From an optimization exercise on the open Yosys and OpenROAD flow, aimed at small area and a short achievable clock period; shortcuts taken in it are not production practice.
In this exercise RTL edits were held to simulation tests only and were not proved equivalent to the original.
Power is estimated from default activity; no workload was simulated.

==> flow/design.v, too long to show whole: its modules and the start of the top module <==
// module fft_ctrl: 50 lines
// module Butterfly: 12 lines
// module Butterfly4: 11 lines
// module PrepAdd: 6 lines
// module TwPrep: 17 lines
// module TwTap3: 5 lines
// module FA: 4 lines
// module HA: 4 lines
// module tw1_tree: 601 lines
// module tw2_tree: 337 lines
// module top_FFT: 80 lines
module top_FFT(
    output [24-1:0] out,
    input  [24-1:0] in,
    input clk, reset
);
  // ...
==> flow/flow/run.sh <==
#!/bin/bash
# Layout flow: the standard.sh (unchanged synthesis and ORFS steps) with
#  - port buffers of a plain buffer cell instead of the default delay cell,
#  - clock tree synthesis without dummy loads,
#  - the resizer's setup repair aiming at a larger slack margin,
#  - after synthesis, inverters pushed through full adders (flow/bubble.py;
#    registers and all other cells untouched).
# Each tool's output goes to a log file in this folder.
set -euo pipefail
export BUFFER_PORTS_ARGS="-buffer_cell sky130_fd_sc_hd__buf_2"
export CTS_ARGS="-sink_clustering_enable -repair_clock_nets -dont_use_dummy_load"
export SETUP_SLACK_MARGIN=6.5
R=orfs/results/sky130hd/top_FFT/base
bash standard.sh synth > synth.log 2>&1
python3 flow/bubble.py $R/1_2_yosys.v $R/1_2_yosys_bub.v > bubble.log 2>&1
cp $R/1_2_yosys.v $R/1_2_yosys_presub.v
mv $R/1_2_yosys_bub.v $R/1_2_yosys.v
rm -f $R/1_synth.odb
bash standard.sh > standard.log 2>&1
==> flow/flow/bubble.py <==
#!/usr/bin/env python3
"""Push inverters through full adders in a synthesized sky130 netlist.

A full adder is self-dual: FA(~a, ~b, ~c) = (~sum, ~cout).  Yosys's adder
extraction leaves many inverters between full adders.  This pass chooses,
for every full adder, whether to implement it on complemented signals, so as
to minimize the number of distinct inverted signals, then rebuilds the data
inverters (one per signal that is needed inverted).  Registers, ports and
all other cells are left as they are.

usage: bubble.py IN.v OUT.v
"""
import re, sys, collections

OUTPINS = {'X', 'Y', 'Q', 'Q_N', 'SUM', 'COUT', 'HI', 'LO'}
src = open(sys.argv[1]).read()

m = re.search(r'^module\s+(\S+)\s*\(', src, re.M)
start = m.start()
body_start = src.index(';', m.end()) + 1
end = src.index('endmodule', body_start)
header = src[:body_start]
body = src[body_start:end]
tail = src[end:]

# statements
stmts = [s.strip() for s in body.split(';')]
decls, cells, others = [], [], []
cell_re = re.compile(r'^(sky130_fd_sc_hd__\w+)\s+(\S+)\s*\((.*)\)$', re.S)
pin_re = re.compile(r'\.(\w+)\(\s*((?:\\\S+\s*)|[^()\s]*(?:\[\d+\])?)\s*\)')
ports_in, ports_out = set(), set()
for s in stmts:
    if not s:
        continue
    cm = cell_re.match(s)
    if cm:
        pins = {}
        for p, n in pin_re.findall(cm.group(3)):
            pins[p] = n.strip()
        cells.append([cm.group(1), cm.group(2), pins])
        continue
    w = s.split()[0]
    if w in ('wire', 'input', 'output', 'inout', 'reg'):
        decls.append(s)
        if w in ('input', 'output'):
            # input [23:0] in  /  input clk
            mm = re.match(r'(input|output)\s*(\[(\d+):(\d+)\])?\s*(\S+)', s)
            name = mm.group(5)
            if mm.group(2):
                hi, lo = int(mm.group(3)), int(mm.group(4))
                names = [f"{name}[{i}]" for i in range(min(hi, lo), max(hi, lo) + 1)]
            else:
                names = [name]
            (ports_in if w == 'input' else ports_out).update(names)
            if not mm.group(2):
                (ports_in if w == 'input' else ports_out).add(name)
    else:
        others.append(s)

def is_inv(t):
    return re.fullmatch(r'sky130_fd_sc_hd__inv_\d+', t) is not None
def is_fa(t):
    return re.fullmatch(r'sky130_fd_sc_hd__fa_\d+', t) is not None

# nets referenced in assigns count as (fixed) loads of their RHS
assign_re = re.compile(r'^assign\s+(.*?)\s*=\s*(.*)$', re.S)
assign_rhs = []
for s in others:
    am = assign_re.match(s)
    if am:
        assign_rhs.append(am.group(2).strip())

driver = {}
for c in cells:
    for p, n in c[2].items():
        if p in OUTPINS:
            driver[n] = c

# removable inverters: output drives an internal net, not a port, not in assigns
assign_nets = set()
for s in others:
    for tok in re.findall(r'\\\S+|[A-Za-z_][\w$]*(?:\[\d+\])?', s):
        assign_nets.add(tok)
removable = set()
for c in cells:
    if is_inv(c[0]):
        y = c[2].get('Y')
        a = c[2].get('A')
        if y is None or a is None:
            continue
        if y in ports_out or y in assign_nets or y in ports_in:
            continue
        removable.add(id(c))

def base(net):
    pol = 0
    seen = 0
    while True:
        d = driver.get(net)
        if d is not None and id(d) in removable:
            net = d[2]['A']
            pol ^= 1
            seen += 1
            if seen > 50:
                raise SystemExit("inverter loop")
        else:
            return net, pol

# loads: (cell, pin) of every input pin of kept cells
loads = []   # entries: [cell, pin, base, pol]
for c in cells:
    if id(c) in removable:
        continue
    for p, n in c[2].items():
        if p in OUTPINS or n == '' or n.startswith("1'b"):
            continue
        b, pol = base(n)
        loads.append([c, p, b, pol])

fas = [c for c in cells if is_fa(c[0])]
fa_idx = {id(c): i for i, c in enumerate(fas)}
flip = [0] * len(fas)
fa_out_bases = [[c[2][p] for p in ('SUM', 'COUT') if p in c[2]] for c in fas]
fa_in_loads = [[] for _ in fas]
cnt = collections.defaultdict(lambda: [0, 0])
for L in loads:
    c, p, b, pol = L
    cnt[b][pol] += 1
    if id(c) in fa_idx:
        fa_in_loads[fa_idx[id(c)]].append(L)
def drv_flip(b):
    d = driver.get(b)
    if d is not None and id(d) in fa_idx:
        return flip[fa_idx[id(d)]]
    return 0
# physical polarity wanted = logical pol ^ flip(driver of base) ^ flip(load fa)
# cnt holds physical polarities; initially no flips
def cost_of(b):
    return 1 if cnt[b][1] > 0 else 0
before = sum(cost_of(b) for b in cnt)

def flip_delta(i, apply=False):
    touched = set()
    changes = []
    for L in fa_in_loads[i]:
        b = L[2]
        touched.add(b)
    for b in fa_out_bases[i]:
        touched.add(b)
    old = sum(cost_of(b) for b in touched)
    saved = {b: list(cnt[b]) for b in touched}
    for L in fa_in_loads[i]:
        b = L[2]
        cur = L[3] ^ drv_flip(b) ^ flip[i]
        cnt[b][cur] -= 1
        cnt[b][cur ^ 1] += 1
    for b in fa_out_bases[i]:
        cnt[b][0], cnt[b][1] = cnt[b][1], cnt[b][0]
    new = sum(cost_of(b) for b in touched)
    if not apply:
        for b in touched:
            cnt[b] = saved[b]
    return new - old

changed = True
passes = 0
while changed and passes < 20:
    changed = False
    passes += 1
    for i in range(len(fas)):
        d = flip_delta(i)
        if d < 0:
            flip_delta(i, apply=True)
            flip[i] ^= 1
            changed = True
after = sum(cost_of(b) for b in cnt)

# rebuild
newcells = []
invs = {}
k = 0
def inv_of(b):
    global k
    if b not in invs:
        k += 1
        nn = f"bub_n{k}"
        invs[b] = nn
    return invs[b]
for L in loads:
    c, p, b, pol = L
    phys = pol ^ drv_flip(b) ^ (flip[fa_idx[id(c)]] if id(c) in fa_idx else 0)
    c[2][p] = inv_of(b) if phys else b
out = [header]
for d in decls:
    out.append("  " + d + " ;")
for b, nn in invs.items():
    out.append(f"  wire {nn};")
for c in cells:
    if id(c) in removable:
        continue
    pins = ", ".join(f".{p}({n}{' ' if n.startswith(chr(92)) else ''})" for p, n in c[2].items())
    out.append(f"  {c[0]} {c[1]} ({pins});")
for b, nn in invs.items():
    bb = b + (' ' if b.startswith('\\') else '')
    out.append(f"  sky130_fd_sc_hd__inv_1 {nn}_i (.A({bb}), .Y({nn}));")
for s in others:
    out.append("  " + s + " ;")
out.append(tail)
open(sys.argv[2], 'w').write("\n".join(out))
nrem = len(removable)
print(f"full adders {len(fas)}, flipped {sum(flip)}; inverters {nrem} -> {len(invs)} "
      f"(cost before {before}, after {after}), passes {passes}")
==> flow/standard.sh <==
#!/bin/bash
# synth_recipe.tcl (not shown) runs the flow's synth.tcl, then flattens the netlist and writes it again
# the make line also repeats each setting of config.mk as NAME=value (left out here)
make -C /OpenROAD-flow-scripts/flow DESIGN_CONFIG=/design/flow/config.mk WORK_HOME=/design/flow/orfs CLKGATE_MAP_FILE= SYNTH_SCRIPT=/design/flow/synth_recipe.tcl "${@:-finish}"
==> flow/config.mk <==
export PLATFORM = sky130hd
export DESIGN_NAME = top_FFT
export DESIGN_NICKNAME = top_FFT
export VERILOG_FILES = /design/flow/design.v
export SDC_FILE = /design/flow/constraint.sdc
export NUM_CORES = 4
export LEC_CHECK = 0
export ABC_CLOCK_PERIOD_IN_PS = 3500
export CAP_MARGIN = 40
export CORE_MARGIN = 2
export CORE_UTILIZATION = 40
export SLEW_MARGIN = 60
==> flow/constraint.sdc <==
create_clock -name core_clock -period 10.0 [get_ports {clk}]
set_input_delay 2.0000 -clock core_clock [delete_from_list [all_inputs] [get_ports {clk}]]
set_output_delay 2.0000 -clock core_clock [all_outputs]
set_load 0.01 [all_outputs]
==> run_summary.xml, run 1 <==
<?xml version="1.0" encoding="UTF-8"?>
<metrics>
  <group name="layout">
    <metric name="clk_share" unit="%">4.31</metric>
    <metric name="finish.net_count" unit="">4205</metric>
    <metric name="register_fraction_of_the_total_cell_area" unit="%">29.7</metric>
    <metric name="multi_input_area_share" unit="%">54.9</metric>
    <metric name="fillers" unit="">8164</metric>
    <metric name="top_register" unit="">a7</metric>
    <metric name="num-multi-input-gates" unit="">2530</metric>
    <metric name="largest_register_ff_count" unit="">54</metric>
    <metric name="post-route-util" unit="%">45.6</metric>
    <metric name="drive_above_1_share" unit="%">12.7</metric>
    <metric name="largest_cell_class" unit="">multi-input gates</metric>
    <metric name="layout.cells.most_common" unit="">dfxtp_1</metric>
    <metric name="antenna_cells" unit="">1</metric>
    <metric name="multi_input_area" unit="µm²">21300</metric>
  </group>
  <group name="floorplan">
    <metric name="die-width" unit="µm">297</metric>
    <metric name="core_area" unit="µm²">85100</metric>
    <metric name="ioPinCount" unit="">50</metric>
    <metric name="die_h" unit="µm">297</metric>
    <metric name="fp.dieArea" unit="µm²">88200</metric>
  </group>
  <group name="timing">
    <metric name="fmax" unit="GHz">0.279</metric>
    <metric name="fin_tns_setup" unit="ns">0</metric>
    <metric name="count_of_endpoints_failing_setup_in_the_final_report" unit="">0</metric>
  </group>
  <group name="worst_setup_path">
    <metric name="timing.setup.critical_path_class" unit="">reg -&gt; reg</metric>
    <metric name="critical_path_depth" unit="">12</metric>
    <metric name="worstReg2RegStart" unit="">ctrl.m1n1</metric>
    <metric name="max_stage_delay" unit="ns">0.55</metric>
    <metric name="rr_worst_depth" unit="">12</metric>
  </group>
  <group name="placed_design">
    <metric name="post_dp_cell_area" unit="µm²">35700</metric>
    <metric name="dp_hpwl" unit="mm">64.7</metric>
  </group>
  <group name="clock_network">
    <metric name="cts_resized" unit="">84</metric>
    <metric name="postCtsSetupBuffers" unit="">27</metric>
    <metric name="cts.clk_slew.worst_paths" unit="ns">0.06</metric>
    <metric name="cts_hold_buffers" unit="">0</metric>
  </group>
  <group name="power">
    <metric name="power_report.internal_total" unit="mW">5.78</metric>
    <metric name="netSwitchingPower" unit="mW">3.55</metric>
    <metric name="power_per_cell_area" unit="nW/µm²">240</metric>
  </group>
  <group name="routing">
    <metric name="number_of_detailed_routing_iterations_run_before_antenna_repair" unit="">6</metric>
    <metric name="met2RoutedLength" unit="mm">39.8</metric>
    <metric name="vias_per_cell" unit="">5.14</metric>
    <metric name="wl_per_cell" unit="µm">17.9</metric>
  </group>
  <group name="global_route">
    <metric name="grt.total_usage" unit="%">19.2</metric>
    <metric name="gr_util_met3" unit="%">2.28</metric>
    <metric name="first_global_vias" unit="">24500</metric>
  </group>
  <group name="logic_synthesis">
    <metric name="synth.avg_cell_area" unit="µm²">9.54</metric>
  </group>
  <group name="outcome">
    <metric name="run_status" unit="">no timing/DRC/antenna violations</metric>
  </group>
</metrics>
==> inputs of run 2 (changes only) <==
--- a/flow/config.mk
+++ b/flow/config.mk
@@ -7,3 +7,2 @@
 export LEC_CHECK = 0
-export ABC_CLOCK_PERIOD_IN_PS = 3500
 export CAP_MARGIN = 40
==> run 2 against run 1 <==
  * Via count stayed put
  * First-iteration DRC count stayed put
  * Clock-buffer cell count stayed put
  * Final cell count stayed put
  * Clock power hardly changed
==> run_summary.xml, run 2 <==
<?xml version="1.0" encoding="UTF-8"?>
<metrics>
  <group name="outcome">
    <metric name="run_status" unit="">no timing/DRC/antenna violations</metric>
  </group>
  <group name="timing">
    <metric name="finalHoldViolations" unit="">0</metric>
    <metric name="fin_tns_setup" unit="ns">0</metric>
    <metric name="count_of_endpoints_failing_setup_in_the_final_report" unit="">0</metric>
    <metric name="grt_setup_unrepaired" unit="">yes</metric>
    <metric name="slew_headroom" unit="%">60.1</metric>
    <metric name="max_slew.worst_pin.slew" unit="ns">0.594</metric>
    <metric name="count_of_final_max_slew_check_failures" unit="">0</metric>
    <metric name="fmax" unit="GHz">0.279</metric>
    <metric name="timing.clock.skew" unit="ns">0.0834</metric>
    <metric name="holdWs" unit="ns">0.291</metric>
    <metric name="min_period" unit="ns">3.58</metric>
    <metric name="final.period_utilization" unit="%">35.8</metric>
  </group>
  <group name="worst_setup_path">
    <metric name="max_stage_delay" unit="ns">0.55</metric>
    <metric name="critical_path.cell_chain" unit="">buf_12 -&gt; nor2b_4 -&gt; a211oi_2 -&gt; inv_1 -&gt; fa_1 -&gt; fa_1 -&gt; fa_1 -&gt; fa_1 -&gt; ha_4 -&gt; a21o_1 -&gt; a21oi_2 -&gt; o21ai_1</metric>
    <metric name="cp-end-kind" unit="">flop</metric>
    <metric name="worst_path_most_repeated_cell" unit="">fa_1</metric>
    <metric name="crit_path_top_delay_cell" unit="">fa_1</metric>
    <metric name="timing.critical_path.max_delay_family" unit="">adder cells</metric>
    <metric name="required" unit="ns">10.49</metric>
    <metric name="start_kind" unit="">flop</metric>
    <metric name="timing.setup.critical_path_class" unit="">reg -&gt; reg</metric>
    <metric name="cp.buffers_inverters" unit="">2</metric>
    <metric name="worst-endpoint-arrival" unit="ns">4.07</metric>
    <metric name="crit_fanout" unit="">10</metric>
  </group>
  <group name="layout">
    <metric name="biggestRegsByFlops" unit="">a7 x54, b3 x50</metric>
    <metric name="largest_register_ff_count" unit="">54</metric>
    <metric name="leading_cell_types_in_the_layout_fill_and_taps_excluded" unit="">553 x dfxtp_1, 332 x inv_1, 290 x nor2_1</metric>
    <metric name="multi_input_area" unit="µm²">21300</metric>
    <metric name="layoutNonFillerInstCount" unit="">4815</metric>
    <metric name="syn2layout_area_growth" unit="%">13.1</metric>
    <metric name="seq_area" unit="µm²">11500</metric>
    <metric name="top_register" unit="">a7</metric>
    <metric name="layout.cells.most_common" unit="">dfxtp_1</metric>
    <metric name="finish.net_count" unit="">4205</metric>
    <metric name="fillers" unit="">8164</metric>
    <metric name="drive_above_1_share" unit="%">12.7</metric>
  </group>
  <group name="routing">
    <metric name="route.antenna.remaining_nets" unit="">0</metric>
    <metric name="first_iter_violations" unit="">1589</metric>
    <metric name="vias_per_cell" unit="">5.14</metric>
    <metric name="totalWireLength" unit="mm">86.4</metric>
    <metric name="drt_drc_violations_left" unit="">0</metric>
    <metric name="routed-via-count" unit="">24700</metric>
    <metric name="number_of_detailed_routing_iterations_run_before_antenna_repair" unit="">6</metric>
    <metric name="wl_per_cell" unit="µm">17.9</metric>
  </group>
  <group name="global_route">
    <metric name="grt_pass1_wl" unit="mm">135</metric>
    <metric name="first_global_vias" unit="">24500</metric>
    <metric name="gr_util_met3" unit="%">2.28</metric>
    <metric name="pin_count_of_the_biggest_net_entering_global_routing" unit="">73</metric>
    <metric name="gr-total-overflow" unit="">0</metric>
    <metric name="busiest_layer" unit="">met2</metric>
    <metric name="grt.met2_usage" unit="%">31.4</metric>
    <metric name="grt.total_usage" unit="%">19.2</metric>
    <metric name="grt_use_met1" unit="%">26.3</metric>
    <metric name="antenna_found_initial" unit="">3</metric>
  </group>
  <group name="clock_network">
    <metric name="clockBufferDepth" unit="">3</metric>
    <metric name="clock_sinks" unit="">574</metric>
    <metric name="insertion_delay" unit="ns">0.61</metric>
    <metric name="htree_levels" unit="">3</metric>
    <metric name="tritoncts" unit="">done</metric>
    <metric name="cts_root_buffer" unit="">clkbuf_16</metric>
    <metric name="cts_hold_buffers" unit="">0</metric>
    <metric name="cts-buffers-inserted" unit="">67</metric>
    <metric name="cts.clk_slew.worst_paths" unit="ns">0.06</metric>
  </group>
  <group name="power">
    <metric name="power_per_cell_area" unit="nW/µm²">240</metric>
    <metric name="total_power" unit="mW">9.33</metric>
    <metric name="ir_drop" unit="mV">0.173</metric>
    <metric name="power_leakage" unit="nW">17.7</metric>
  </group>
  <group name="floorplan">
    <metric name="core_area" unit="µm²">85100</metric>
    <metric name="ioPinCount" unit="">50</metric>
    <metric name="fp.dieArea" unit="µm²">88200</metric>
    <metric name="die_h" unit="µm">297</metric>
    <metric name="placementRows" unit="">107</metric>
    <metric name="effective_utilization_at_floorplan" unit="%">40.3</metric>
    <metric name="die-width" unit="µm">297</metric>
  </group>
  <group name="logic_synthesis">
    <metric name="synth_warnings" unit="">3</metric>
    <metric name="post_synth_inst_count" unit="">3602</metric>
    <metric name="synth.avg_cell_area" unit="µm²">9.54</metric>
    <metric name="syn-num-nets" unit="">4135</metric>
    <metric name="mapped_cell_area" unit="µm²">34400</metric>
  </group>
  <group name="placed_design">
    <metric name="dp_hpwl" unit="mm">64.7</metric>
    <metric name="place.port_buffers" unit="">49</metric>
    <metric name="placed_cells_incl_taps" unit="">4669</metric>
    <metric name="finalWeightedCongestion" unit="">0.888</metric>
  </group>
  <group name="job">
    <metric name="max-cap-violations" unit="">0</metric>
  </group>
  <group name="min_path">
    <metric name="hold_path.class" unit="">reg -&gt; reg</metric>
  </group>
</metrics>
-- run 2: cell counts in the layout (fill, tap and decap cells not counted) --
No cell type changed its count.
-- run 2: timing repair --
item                       CTS  global route
pin swaps                   20            38
resized for setup           84            62
setup endpoints to repair   75            50
buffers inserted            27            36
cloned                       7             8
-- run 2: report_power, final --
group	internal [mW]	switching [mW]
combinational	1.82	2.28
clock	1.17	0.862
sequential	2.79	0.408
total	5.78	3.55
-- run 2: worst paths after layout --
kind | start | slack (ns) | cells after the start | end
max | ctrl.m1n1 | 6.42 | 12 | a7[14]
min | a0[18] | 0.29 | 0 | a1[18]
max reg2reg | ctrl.m1n1 | 6.42 | 12 | a7[14]
min reg2reg | a0[18] | 0.29 | 0 | a1[18]
-- run 2: stage by stage --
step,cell area (µm²),setup WS (ns),util (%)
2_1_floorplan,34500,6.34,-
3_3_place_gp,35700,5.65,41.9
3_5_place_dp,35700,5.81,41.9
4_1_cts,38100,6.32,44.8
5_1_grt,38900,6.31,45.6
6_report,38900,6.42,45.6
-- run 2: layout make-up --
| cell class | instances | area share [%] |
|---|---|---|
| timing repair buffer | 152 | 3.94 |
| antenna | 1 | 0.00644 |
| clock buffer | 67 | 4.31 |
| multi-input combinational | 2530 | 54.9 |
| tap | 1144 | 3.68 |
| inverter | 347 | 3.46 |
| sequential | 574 | 29.7 |
-- run 2: per-layer routing --
metal	vias up	wire length (µm)
li1	12300	-
met1	11700	39800
met2	598	39800
met3	164	3930
met4	0	2850
met5	-	0
==> inputs of run 3 (changes only) <==
--- a/flow/flow/run.sh
+++ b/flow/flow/run.sh
@@ -10,3 +10,3 @@
 export BUFFER_PORTS_ARGS="-buffer_cell sky130_fd_sc_hd__buf_2"
-export CTS_ARGS="-sink_clustering_enable -repair_clock_nets -dont_use_dummy_load"
+export CTS_ARGS="-sink_clustering_enable -repair_clock_nets -dont_use_dummy_load -sink_clustering_size 24 -sink_clustering_max_diameter 100"
 export SETUP_SLACK_MARGIN=6.5
==> run 3 against run 2 <==
  * Global-route usage shrank 0.40 points
  * Combinational power grew 1%
  * Routed wire length shrank 0.94%
  * Sequential share of layout area grew 0.77 points
  * Clock skew grew 0.0024 ns
  * Register-to-register slack is essentially flat
  * Final cell count shrank 1.0%
  * Largest power group unchanged
==> run_summary.xml, run 3 <==
<?xml version="1.0" encoding="UTF-8"?>
<metrics>
  <group name="outcome">
    <metric name="run_status" unit="">no timing/DRC/antenna violations</metric>
  </group>
  <group name="worst_setup_path">
    <metric name="timing.critical_path.max_delay_family" unit="">adder cells</metric>
    <metric name="worst-endpoint-arrival" unit="ns">4.12</metric>
    <metric name="crit_fanout" unit="">10</metric>
    <metric name="timing.setup.critical_path_class" unit="">reg -&gt; reg</metric>
    <metric name="rr_worst_depth" unit="">12</metric>
    <metric name="max_stage_delay" unit="ns">0.55</metric>
    <metric name="cp-end-kind" unit="">flop</metric>
    <metric name="cp.buffers_inverters" unit="">2</metric>
    <metric name="start_kind" unit="">flop</metric>
    <metric name="critical_path.cell_chain" unit="">buf_12 -&gt; nor2b_4 -&gt; a211oi_2 -&gt; inv_1 -&gt; fa_1 -&gt; fa_1 -&gt; fa_1 -&gt; fa_1 -&gt; ha_4 -&gt; a21o_1 -&gt; a21oi_2 -&gt; o21ai_1</metric>
    <metric name="critical_path_depth" unit="">12</metric>
    <metric name="worst_path_most_repeated_cell" unit="">fa_1</metric>
    <metric name="required" unit="ns">10.53</metric>
    <metric name="crit_path_top_delay_cell" unit="">fa_1</metric>
  </group>
  <group name="global_route">
    <metric name="gr-total-overflow" unit="">0</metric>
    <metric name="antenna_found_initial" unit="">3</metric>
    <metric name="pin_count_of_the_biggest_net_entering_global_routing" unit="">73</metric>
    <metric name="grt_pass1_wl" unit="mm">134</metric>
    <metric name="grt.total_usage" unit="%">18.8</metric>
    <metric name="first_global_vias" unit="">24100</metric>
  </group>
  <group name="routing">
    <metric name="totalWireLength" unit="mm">85.5</metric>
    <metric name="first_iter_violations" unit="">1541</metric>
    <metric name="wl_per_cell" unit="µm">17.9</metric>
    <metric name="drt_drc_violations_left" unit="">0</metric>
    <metric name="vias_per_cell" unit="">5.12</metric>
    <metric name="routed-via-count" unit="">24400</metric>
    <metric name="route.antenna.remaining_nets" unit="">0</metric>
    <metric name="number_of_detailed_routing_iterations_run_before_antenna_repair" unit="">5</metric>
  </group>
  <group name="layout">
    <metric name="fillers" unit="">8266</metric>
    <metric name="layoutNonFillerInstCount" unit="">4767</metric>
    <metric name="biggestRegsByFlops" unit="">a7 x54, b3 x50</metric>
    <metric name="top_register" unit="">a7</metric>
    <metric name="finish.net_count" unit="">4158</metric>
    <metric name="final_cell_area" unit="µm²">37900</metric>
    <metric name="seq_area" unit="µm²">11500</metric>
    <metric name="drive_above_1_share" unit="%">11.8</metric>
    <metric name="leading_cell_types_in_the_layout_fill_and_taps_excluded" unit="">554 x dfxtp_1, 336 x inv_1, 290 x nor2_1</metric>
    <metric name="layout.cells.most_common" unit="">dfxtp_1</metric>
    <metric name="multi_input_area" unit="µm²">21400</metric>
    <metric name="antenna_cells" unit="">0</metric>
    <metric name="largest_register_ff_count" unit="">54</metric>
    <metric name="syn2layout_area_growth" unit="%">10.2</metric>
  </group>
  <group name="logic_synthesis">
    <metric name="post_synth_inst_count" unit="">3602</metric>
    <metric name="syn-num-nets" unit="">4135</metric>
    <metric name="synth.avg_cell_area" unit="µm²">9.54</metric>
    <metric name="synth_warnings" unit="">3</metric>
    <metric name="mapped_cell_area" unit="µm²">34400</metric>
  </group>
  <group name="placed_design">
    <metric name="dp_hpwl" unit="mm">64.7</metric>
    <metric name="post_dp_cell_area" unit="µm²">35700</metric>
    <metric name="placed_cells_incl_taps" unit="">4669</metric>
    <metric name="finalWeightedCongestion" unit="">0.888</metric>
    <metric name="dpl_worst_slack" unit="ns">5.81</metric>
    <metric name="place.port_buffers" unit="">49</metric>
  </group>
  <group name="power">
    <metric name="power_leakage" unit="nW">17.2</metric>
    <metric name="ir_drop" unit="mV">0.201</metric>
    <metric name="total_power" unit="mW">8.57</metric>
    <metric name="power_per_cell_area" unit="nW/µm²">226</metric>
  </group>
  <group name="floorplan">
    <metric name="die_h" unit="µm">297</metric>
    <metric name="ioPinCount" unit="">50</metric>
    <metric name="fp.dieArea" unit="µm²">88200</metric>
    <metric name="die-width" unit="µm">297</metric>
    <metric name="placementRows" unit="">107</metric>
    <metric name="core_area" unit="µm²">85100</metric>
    <metric name="effective_utilization_at_floorplan" unit="%">40.3</metric>
  </group>
  <group name="timing">
    <metric name="slew_headroom" unit="%">57.6</metric>
    <metric name="fin_tns_setup" unit="ns">0</metric>
    <metric name="final.period_utilization" unit="%">35.9</metric>
    <metric name="timing.clock.skew" unit="ns">0.0859</metric>
    <metric name="fmax" unit="GHz">0.279</metric>
    <metric name="max_slew.worst_pin.slew" unit="ns">0.631</metric>
    <metric name="count_of_endpoints_failing_setup_in_the_final_report" unit="">0</metric>
    <metric name="finalHoldViolations" unit="">0</metric>
    <metric name="min_period" unit="ns">3.59</metric>
    <metric name="count_of_final_max_slew_check_failures" unit="">0</metric>
    <metric name="final.setup.worst_slack" unit="ns">6.41</metric>
    <metric name="grt_setup_unrepaired" unit="">yes</metric>
  </group>
  <group name="clock_network">
    <metric name="clock_sinks" unit="">574</metric>
    <metric name="cts_root_buffer" unit="">clkbuf_16</metric>
    <metric name="tritoncts" unit="">done</metric>
    <metric name="cts.clk_slew.worst_paths" unit="ns">0.10</metric>
    <metric name="insertion_delay" unit="ns">0.64</metric>
    <metric name="clockBufferDepth" unit="">3</metric>
    <metric name="htree_levels" unit="">1</metric>
    <metric name="cts_hold_buffers" unit="">0</metric>
    <metric name="cts-buffers-inserted" unit="">29</metric>
  </group>
  <group name="min_path">
    <metric name="hold_path.class" unit="">reg -&gt; reg</metric>
    <metric name="worst_hold_path.num_cells" unit="">0</metric>
  </group>
  <group name="job">
    <metric name="max-cap-violations" unit="">0</metric>
  </group>
</metrics>
## run 3: cell types whose count changed in the layout (fill, tap and decap cells not counted), sizes merged
cell	change
clkbuf	-39
buf	-8
clkinvlp	-3
inv	+3
diode	-1
## run 3: area by class of cell
class / count / share of cell area [%]
sequential: 574 / 30.5
multi-input combinational: 2530 / 56.5
inverter: 347 / 3.49
timing repair buffer: 143 / 3.82
clock buffer: 29 / 1.92
tap: 1144 / 3.78
## run 3: worst paths after layout
path,from,end,slack [ns]
worst max-delay path,ctrl.m1n1,a7[14],6.41
worst min register to register,a2[14],a3[14],0.28
worst min-delay path,a2[14],a3[14],0.28
worst max register to register,ctrl.m1n1,a7[14],6.41
## run 3: through the flow
stage,hold WS [ns],utilization [%]
2_1_floorplan,0.310,-
3_3_place_gp,0.310,41.9
3_5_place_dp,0.312,41.9
4_1_cts,0.294,43.6
5_1_grt,0.288,44.5
6_report,0.285,44.5
## run 3: power by group
group          internal (mW)  switching, mW
sequential              2.79          0.408
clock                  0.514          0.715
combinational           1.84           2.31
## run 3: repair_timing
action                     in CTS  in global routing
buffers inserted               25                 29
setup endpoints to repair      76                 51
cloned                          7                  7
pin swaps                      20                 43
gates resized for setup        82                 73
## run 3: metal layers
metal | vias up | wire [µm] | GRT usage [%]
met1 | 11600 | 39900 | 26.3
met5 | - | 0 | 0
met2 | 513 | 39700 | 31.1
li1 | 12200 | - | -
met3 | 136 | 3390 | 1.79
met4 | 0 | 2530 | 5.41
==> inputs of run 4 (changes only) <==
--- a/flow/flow/run.sh
+++ b/flow/flow/run.sh
@@ -10,3 +10,3 @@
 export BUFFER_PORTS_ARGS="-buffer_cell sky130_fd_sc_hd__buf_2"
-export CTS_ARGS="-sink_clustering_enable -repair_clock_nets -dont_use_dummy_load -sink_clustering_size 24 -sink_clustering_max_diameter 100"
+export CTS_ARGS="-sink_clustering_enable -repair_clock_nets -dont_use_dummy_load -sink_clustering_size 32 -sink_clustering_max_diameter 120"
 export SETUP_SLACK_MARGIN=6.5
==> run 4 against run 3 <==
  * Synthesized cell count did not move
  * Clock power shrank 9%
  * Final cell count hardly changed
  * Core utilization shrank 0.16 points
  * Register-to-register slack lost 0.02 ns
  * Still clean on timing, DRC and antenna
  * Critical endpoint unchanged
  * Critical path depth down 1
  * Critical path type unchanged
  * Routed wire length is 0.17% lower
  * Non-clock buffer count rose by 8
  * Cell area decreased by 0.36%
  * Sequential share of layout area is 0.14 points higher
  * Power fell by 1.6%
==> run_summary.xml, run 4 <==
<?xml version="1.0" encoding="UTF-8"?>
<metrics>
  <group name="worst_setup_path">
    <metric name="critical_path_depth" unit="">11</metric>
    <metric name="worstReg2RegStart" unit="">a6[4]</metric>
    <metric name="rr_worst_depth" unit="">11</metric>
    <metric name="timing.critical_path.from" unit="">a6[4]</metric>
    <metric name="r2r-end" unit="">a7[14]</metric>
    <metric name="cp.buffers_inverters" unit="">2</metric>
    <metric name="start_kind" unit="">flop</metric>
    <metric name="rrSetupSlack" unit="ns">6.39</metric>
    <metric name="timing.setup.critical_path_class" unit="">reg -&gt; reg</metric>
    <metric name="worst-endpoint-arrival" unit="ns">4.12</metric>
    <metric name="max_stage_delay" unit="ns">0.54</metric>
    <metric name="timing.critical_path.max_delay_family" unit="">adder cells</metric>
    <metric name="worst_path_most_repeated_cell" unit="">fa_1</metric>
    <metric name="worstSetupEndpoint" unit="">a7[14]</metric>
    <metric name="critical_path.cell_chain" unit="">clkinvlp_4 -&gt; a221oi_4 -&gt; inv_2 -&gt; fa_1 -&gt; fa_1 -&gt; fa_1 -&gt; fa_1 -&gt; ha_4 -&gt; a21o_1 -&gt; a21oi_2 -&gt; o21ai_1</metric>
    <metric name="crit_path_top_delay_cell" unit="">fa_1</metric>
    <metric name="cp-end-kind" unit="">flop</metric>
    <metric name="required" unit="ns">10.51</metric>
    <metric name="crit_fanout" unit="">5</metric>
  </group>
  <group name="layout">
    <metric name="leading_cell_types_in_the_layout_fill_and_taps_excluded" unit="">553 x dfxtp_1, 335 x inv_1, 290 x nor2_1</metric>
    <metric name="layout.cells.most_common" unit="">dfxtp_1</metric>
    <metric name="finish.net_count" unit="">4161</metric>
    <metric name="drive_above_1_share" unit="%">11.7</metric>
    <metric name="biggestRegsByFlops" unit="">a7 x54, b3 x50</metric>
    <metric name="largest_register_ff_count" unit="">54</metric>
    <metric name="layoutNonFillerInstCount" unit="">4770</metric>
    <metric name="top_register" unit="">a7</metric>
    <metric name="syn2layout_area_growth" unit="%">9.84</metric>
    <metric name="antenna_cells" unit="">0</metric>
  </group>
  <group name="routing">
    <metric name="number_of_detailed_routing_iterations_run_before_antenna_repair" unit="">5</metric>
    <metric name="route.antenna.remaining_nets" unit="">0</metric>
    <metric name="drt_drc_violations_left" unit="">0</metric>
    <metric name="wl_per_cell" unit="µm">17.9</metric>
    <metric name="totalWireLength" unit="mm">85.4</metric>
    <metric name="routed-via-count" unit="">24300</metric>
    <metric name="first_iter_violations" unit="">1491</metric>
    <metric name="vias_per_cell" unit="">5.10</metric>
  </group>
  <group name="global_route">
    <metric name="first_global_vias" unit="">24200</metric>
    <metric name="grt.total_usage" unit="%">18.9</metric>
    <metric name="antenna_found_initial" unit="">2</metric>
    <metric name="grt_pass1_wl" unit="mm">134</metric>
    <metric name="pin_count_of_the_biggest_net_entering_global_routing" unit="">73</metric>
    <metric name="gr-total-overflow" unit="">0</metric>
  </group>
  <group name="clock_network">
    <metric name="tritoncts" unit="">done</metric>
    <metric name="insertion_delay" unit="ns">0.61</metric>
    <metric name="clockBufferDepth" unit="">3</metric>
    <metric name="htree_levels" unit="">1</metric>
    <metric name="cts_root_buffer" unit="">clkbuf_16</metric>
    <metric name="cts-buffers-inserted" unit="">24</metric>
    <metric name="clock_sinks" unit="">574</metric>
    <metric name="cts_hold_buffers" unit="">0</metric>
    <metric name="cts.clk_slew.worst_paths" unit="ns">0.11</metric>
  </group>
  <group name="timing">
    <metric name="count_of_final_max_slew_check_failures" unit="">0</metric>
    <metric name="timing.clock.skew" unit="ns">0.0819</metric>
    <metric name="count_of_endpoints_failing_setup_in_the_final_report" unit="">0</metric>
    <metric name="fin_tns_setup" unit="ns">0</metric>
    <metric name="max_slew.worst_pin.slew" unit="ns">0.580</metric>
    <metric name="min_period" unit="ns">3.61</metric>
    <metric name="finalHoldViolations" unit="">0</metric>
    <metric name="grt_setup_unrepaired" unit="">yes</metric>
    <metric name="fmax" unit="GHz">0.277</metric>
    <metric name="final.period_utilization" unit="%">36.1</metric>
    <metric name="slew_headroom" unit="%">61.1</metric>
  </group>
  <group name="floorplan">
    <metric name="fp.dieArea" unit="µm²">88200</metric>
    <metric name="placementRows" unit="">107</metric>
    <metric name="die_h" unit="µm">297</metric>
    <metric name="die-width" unit="µm">297</metric>
    <metric name="core_area" unit="µm²">85100</metric>
    <metric name="effective_utilization_at_floorplan" unit="%">40.3</metric>
    <metric name="ioPinCount" unit="">50</metric>
  </group>
  <group name="power">
    <metric name="power_per_cell_area" unit="nW/µm²">223</metric>
    <metric name="power_leakage" unit="nW">17.1</metric>
    <metric name="ir_drop" unit="mV">0.161</metric>
  </group>
  <group name="logic_synthesis">
    <metric name="synth_warnings" unit="">3</metric>
    <metric name="mapped_cell_area" unit="µm²">34400</metric>
    <metric name="post_synth_inst_count" unit="">3602</metric>
    <metric name="syn-num-nets" unit="">4135</metric>
    <metric name="synth.avg_cell_area" unit="µm²">9.54</metric>
  </group>
  <group name="placed_design">
    <metric name="place.port_buffers" unit="">49</metric>
    <metric name="finalWeightedCongestion" unit="">0.888</metric>
    <metric name="placed_cells_incl_taps" unit="">4669</metric>
    <metric name="dp_hpwl" unit="mm">64.7</metric>
  </group>
  <group name="job">
    <metric name="max-cap-violations" unit="">0</metric>
  </group>
  <group name="min_path">
    <metric name="hold_path.class" unit="">reg -&gt; reg</metric>
    <metric name="worst_hold_path.num_cells" unit="">0</metric>
  </group>
  <group name="outcome">
    <metric name="run_status" unit="">no timing/DRC/antenna violations</metric>
  </group>
</metrics>
==> run 4: layout make-up <==
class / count / area (µm²)
repair buffers: 151 / 1460
flip-flops and latches: 574 / 11500
fillers: 8259 / 47400
inverters: 347 / 1330
clock buffers: 24 / 601
multi-input cells: 2530 / 21400
well taps: 1144 / 1430
==> run 4: repair_timing <==
action | 4_1_cts | 5_1_grt
pin swaps | 21 | 32
resized for setup | 86 | 62
setup buffers | 35 | 28
cloned | 7 | 6
setup endpoints to repair | 75 | 51
==> run 4: routing by layer <==
| metal | up-vias | global-route usage [%] | share of wire, % | wire length (µm) |
|---|---|---|---|---|
| met2 | 495 | 30.8 | 45 | 38800 |
| met1 | 11500 | 26.2 | 47 | 39800 |
| li1 | 12200 | - | - | - |
| met5 | - | 0 | 0 | 0 |
| met4 | 0 | 6.37 | 3.7 | 3130 |
| met3 | 131 | 2.07 | 4.3 | 3680 |
==> run 4: stage by stage <==
step	area, µm²	hold WS, ns	worst slack (ns)	util (%)	power, mW
floorplan	34500	0.310	6.34	-	5.87
global placement	35700	0.310	5.65	41.9	6.96
detailed placement	35700	0.312	5.81	41.9	7.00
CTS	37100	0.294	6.33	43.6	8.29
global route	37700	0.304	6.28	44.3	9.11
finish	37700	0.298	6.39	44.3	8.43
==> run 4: report_power, final <==
group | total, mW | switching (mW) | internal, mW
registers | 3.19 | 0.401 | 2.79
clock network | 1.12 | 0.690 | 0.432
logic | 4.12 | 2.29 | 1.83
==> run 4: worst reg2reg max path: stages (launching register included) <==
cell and delay (ns):
dfxtp_4 0.42, clkinvlp_4 0.18, a221oi_4 0.31, inv_2 0.07, fa_1 0.47, fa_1 0.52
fa_1 0.44, fa_1 0.54, ha_4 0.21, a21o_1 0.17, a21oi_2 0.12, o21ai_1 0.07
==> run 4: worst min-delay path by stage <==
stage | to | from | slack, ns
floorplan | a1[0] | a0[0] | 0.31
global placement | a2[13] | a1[13] | 0.31
detailed placement | a1[1] | a0[1] | 0.31
CTS | a2[12] | a1[12] | 0.29
global route | a2[12] | a1[12] | 0.30
finish | a2[12] | a1[12] | 0.30

## what the ideal ports hide
Ports are ideal in the flow. The routed layouts listed here were re-timed in OpenROAD.
Step 1 sets driving cells, clkbuf_16 on the clock port and buf_2 on the other inputs (assumed; they add their load-dependent delay and slew).
Step 2, shift: input delay + t, output delay - t, t = (earliest + latest rising clock arrival at the registers) / 2. This alone moves slack from input paths to output paths.
a / b / c = ideal / step 1 / step 2; a / b = the first two.
run	shift t [ns]	setup slack, ns	worst data-port slew with drivers (ns)
run 1	0.640	6.421 / 6.421 / 6.026	0.07
run 2	0.640	6.421 / 6.421 / 6.026	0.07
run 3	0.667	6.410 / 6.410 / 6.067	0.07
run 4	0.647	6.392 / 6.392 / 5.999	0.08
After both steps every run listed still meets setup and hold.
